What follows belongs to an exercise in optimizing a design on an open flow for small area, a short achievable clock period and few clock cycles per item; a production flow would make more cautious choices. Only simulation tests tie the RTL to the original design; equivalence was not proved. Power and IR drop assume default switching activity.

== raven ==
## AuctionSearch
module AuctionSearch(
  input         clock,
  input         reset,
  output        io_rewardIn_0_ready,
  input         io_rewardIn_0_valid,
  input  [7:0]  io_rewardIn_0_reward,
  input  [10:0] io_rewardIn_0_idx,
  input         io_rewardIn_0_last,
  output [10:0] io_agentIdx_0,
  input  [7:0]  io_price_0,
  output        io_rewardIn_1_ready,
  input         io_rewardIn_1_valid,
  input  [7:0]  io_rewardIn_1_reward,
  input  [10:0] io_rewardIn_1_idx,
  output [10:0] io_agentIdx_1,
  input  [7:0]  io_price_1,
  output        io_rewardIn_2_ready,
  input         io_rewardIn_2_valid,
  input  [7:0]  io_rewardIn_2_reward,
  input  [10:0] io_rewardIn_2_idx,
  output [10:0] io_agentIdx_2,
  input  [7:0]  io_price_2,
  output        io_rewardIn_3_ready,
  input         io_rewardIn_3_valid,
  input  [7:0]  io_rewardIn_3_reward,
  input  [10:0] io_rewardIn_3_idx,
  output [10:0] io_agentIdx_3,
  input  [7:0]  io_price_3,
  output        io_rewardIn_4_ready,
  input         io_rewardIn_4_valid,
  input  [7:0]  io_rewardIn_4_reward,
  input  [10:0] io_rewardIn_4_idx,
  output [10:0] io_agentIdx_4,
  input  [7:0]  io_price_4,
  output        io_rewardIn_5_ready,
  input         io_rewardIn_5_valid,
  input  [7:0]  io_rewardIn_5_reward,
  input  [10:0] io_rewardIn_5_idx,
  output [10:0] io_agentIdx_5,
  input  [7:0]  io_price_5,
  output        io_rewardIn_6_ready,
  input         io_rewardIn_6_valid,
  input  [7:0]  io_rewardIn_6_reward,
  input  [10:0] io_rewardIn_6_idx,
  output [10:0] io_agentIdx_6,
  input  [7:0]  io_price_6,
  output        io_rewardIn_7_ready,
  input         io_rewardIn_7_valid,
  input  [7:0]  io_rewardIn_7_reward,
  input  [10:0] io_rewardIn_7_idx,
  output [10:0] io_agentIdx_7,
  input  [7:0]  io_price_7,
  input         io_resultOut_ready,
  output        io_resultOut_valid,
  output [10:0] io_resultOut_winner,
  output [7:0]  io_resultOut_bid
);
  wire        ready;
  wire        fire;
  wire [63:0] ben, nben, reward, id;
  assign io_rewardIn_0_ready = ready;
  ...
Size in the first run: roughly 340 I/O pins.
export LEC_CHECK = 0
export CAP_MARGIN = 20
export CORE_MARGIN = 2
export CORE_UTILIZATION = 40
export PLACE_DENSITY = 0.6
export SLEW_MARGIN = 20
export SYNTH_HIERARCHICAL = 1
create_clock -name core_clock -period 4.0 [get_ports {clock}]
standard.sh (not shown) runs the stock make flow with config.mk's settings and CLKGATE_MAP_FILE= SYNTH_SCRIPT=/design/flow/synth_recipe.tcl, a recipe that flattens the netlist after the stock synthesis.
==> flow/flow/run.sh <==
#!/bin/bash
# The standard layout (standard.sh), with two changes:
# - plain buf_2 buffers on the ports instead of the flow's default choice (a
#   delay cell); every port still gets its own buffer;
# - after synthesis, every combinational cell is set to the smallest drive of
#   its kind (flow/downsize.tcl); the flow's resizing sizes up what timing needs.
# Each tool's full output goes to a log of its own here; ORFS's per-step logs
# are under orfs/logs/.
set -euo pipefail
export BUFFER_PORTS_ARGS="-buffer_cell sky130_fd_sc_hd__buf_2"
bash standard.sh synth > standard_synth.log 2>&1
export SYNTH_ODB=orfs/results/${FLOW_PLATFORM}/AuctionSearch/base/1_synth.odb
openroad -no_init -exit flow/downsize.tcl > downsize.log 2>&1
touch orfs/results/${FLOW_PLATFORM}/AuctionSearch/base/1_synth.sdc
bash standard.sh > standard.log 2>&1
==> flow/flow/downsize.tcl <==
# Set every combinational cell of the synthesized netlist to the smallest
# drive of its kind (same function and footprint); placement's and timing
# repair's resizing then sizes up what the timing needs. Registers, tie cells
# and delay cells are left as synthesis made them.
read_db $::env(SYNTH_ODB)
set db [ord::get_db]
set block [ord::get_db_block]
set swapped 0
set saved 0.0
foreach inst [$block getInsts] {
  set m [$inst getMaster]
  set name [$m getName]
  if {![regexp {^(sky130_fd_sc_hd__([a-z0-9]+))_([0-9]+)$} $name -> base kind n]} { continue }
  if {[regexp {^(df|edf|sdf|dl|conb|tap|fill|decap|clkdly|dlygate|dlymetal|probe|lpflow|ebuf|einv)} $kind]} { continue }
  set best $m
  foreach s {0 1 2} {
    set c [$db findMaster ${base}_$s]
    if {$c ne "NULL" && [$c getWidth] < [$best getWidth]} { set best $c }
  }
  if {$best ne $m} {
    set saved [expr {$saved + ([$m getWidth] - [$best getWidth]) * [$m getHeight] / 1e6}]
    $inst swapMaster $best
    incr swapped
  }
}
puts "downsize: swapped $swapped cells, [format %.1f $saved] um2 less"
write_db $::env(SYNTH_ODB)
Testbench counts of raven, summed over its fixed seeds: cycles 31,933, rounds 5,813.
The inputs of juniper differ from those of raven as listed below.
Settings: an added GPL_TIMING_DRIVEN of 0.
==> flow/run.sh (new file) <==
#!/bin/bash
# synth_recipe.tcl (not shown) runs the flow's synth.tcl, then flattens the netlist and writes it again
# the make line also repeats each setting of config.mk as NAME=value (left out here)
make -C /OpenROAD-flow-scripts/flow DESIGN_CONFIG=/design/flow/config.mk WORK_HOME=/design/flow/orfs CLKGATE_MAP_FILE= SYNTH_SCRIPT=/design/flow/synth_recipe.tcl finish
removed: flow/flow/run.sh
removed: flow/flow/downsize.tcl
removed: flow/standard.sh
Notes after the runs:
juniper: period utilization 3.6 points above raven. In the tables for raven and juniper, global-route wire length before repair reads lower with raven. Worst setup path endpoint: io_resultOut_bid[3] -> raven, search.accReward[6] -> juniper. Although juniper finished all stages, its layout failed final checks on setup timing. juniper has setup TNS below what raven had.
diff inputs: juniper => lagoon
Settings: GPL_TIMING_DRIVEN: 0 -> unset; CORE_UTILIZATION: 40 -> 60; PLACE_DENSITY: 0.6 -> 0.75.
Results
- Tool error GRT-0116 stopped lagoon during 5_1_grt; no final results.
- In juniper the implementation completed, yet the final layout does not meet the checks, the culprit being setup timing.
- Effective utilization at floorplan: lagoon vs juniper up 20 points
- Detailed placer's ending HPWL (juniper / lagoon): 0.896
- Going from juniper to lagoon, post-CTS setup buffer count went down by 86%, placed instance area went up by about 15%, worst-case setup slack after placement went up by 0.80 ns.
- Delta(cell count after placement, lagoon - juniper) > 0
- Relative to juniper, post-CTS resize count has decreased by about 50% in lagoon.
- The width of the die in juniper is 1.2 times that in lagoon.
- Comparing juniper against lagoon, there is no change at all in synthesized area per cell.
- juniper has higher number of placement rows than lagoon.
- Compared juniper against lagoon; clock buffer count from CTS within noise.
> inputs changed (lagoon -> fjord)
Settings: swapping 60 for 40 in CORE_UTILIZATION; swapping 0.75 for 0.6 in PLACE_DENSITY.
Results
fjord did not stop at any stage, and its layout met the timing, design-rule and antenna checks. Half-perimeter wire length after detailed placement grows by a few percent when moving from lagoon to fjord. Delta (fjord minus lagoon): final weighted congestion in routability-driven placement fell by 4.2%, number of buffers inserted to repair setup after CTS climbed about 16%, number of gates given a new drive strength after cts up about 2.6%. Re synthesized cell count: no difference whatsoever between fjord and lagoon. The die span in y in fjord is 1.2 times that in lagoon. Between fjord and lagoon, initial standard-cell utilization of the core is lower for fjord, lagoon comes in above that. The run showing the greater count of standard-cell rows is fjord. In the metrics for fjord and lagoon, the one carrying the higher standard cell area after detailed placement is fjord.
The following lists how indigo was set up differently from fjord:
==> flow/flow/run.sh (new file) <==
#!/bin/bash
# The standard layout (standard.sh), with plain buf_2 buffers on the ports
# instead of the flow's default choice (a delay cell). Every port still gets
# its own buffer. The full output of the flow goes to standard.log; ORFS's own
# per-step logs are under orfs/logs/.
set -euo pipefail
export BUFFER_PORTS_ARGS="-buffer_cell sky130_fd_sc_hd__buf_2"
bash standard.sh > standard.log 2>&1
==> flow/standard.sh (new file) <==
#!/bin/bash
# synth_recipe.tcl (not shown) runs the flow's synth.tcl, then flattens the netlist and writes it again
# the make line also repeats each setting of config.mk as NAME=value (left out here)
make -C /OpenROAD-flow-scripts/flow DESIGN_CONFIG=/design/flow/config.mk WORK_HOME=/design/flow/orfs CLKGATE_MAP_FILE= SYNTH_SCRIPT=/design/flow/synth_recipe.tcl "${@:-finish}"
removed: flow/run.sh
--- outcome ---
Diff fjord -> indigo: standard cell area after detailed placement decreased by 7.2% relative to the old numbers, buffer count excluding the clock tree in the final layout decreased by 126 relative to the old numbers, reported combinational group power decreased by 14% relative to the old numbers, global-route usage decreased by 2.3 points relative to the old numbers.
Between indigo and fjord, it is indigo whose clock power share is higher, by 2.6 points.
Of indigo and fjord, it is indigo that has the lower total wire length after detailed routing.
In the reports for indigo and fjord, the smaller worst setup margin belongs to fjord.
Share of total power in combinational logic ended up 4.2 points lower on indigo than on fjord.
Re worst hold slack: indigo and fjord aren't equal, and the lower value belongs to indigo.

what the ideal ports hide:
No port has a modelled driver above. Below, the same layouts with a new extraction and two added sets of constraints. Step 1 sets driving cells, clkbuf_16 on the clock port and buf_2 on the other inputs (assumed; they add their load-dependent delay and slew). Step 2, shift: input delay + t, output delay - t, t = (earliest + latest rising clock arrival at the registers) / 2. This alone moves slack from input paths to output paths. Three values: no drivers, after step 1, after step 2; two values: the first two.
run | shift t [ns] | setup WS [ns] | worst setup path after step 2
raven | 0.495 | 0.107 / 0.065 / -0.368 | input to register
juniper | 0.516 | -0.039 / -0.002 / -0.518 | input to register
fjord | 0.516 | 0.100 / 0.055 / -0.395 | input to register
indigo | 0.503 | 0.116 / 0.101 / -0.354 | input to register
Met with ideal ports but missed after step 2: setup timing in raven, fjord and indigo. The setup slack of fjord, which loses most, moves by -0.045 ns with the drivers and by -0.495 ns with both steps.
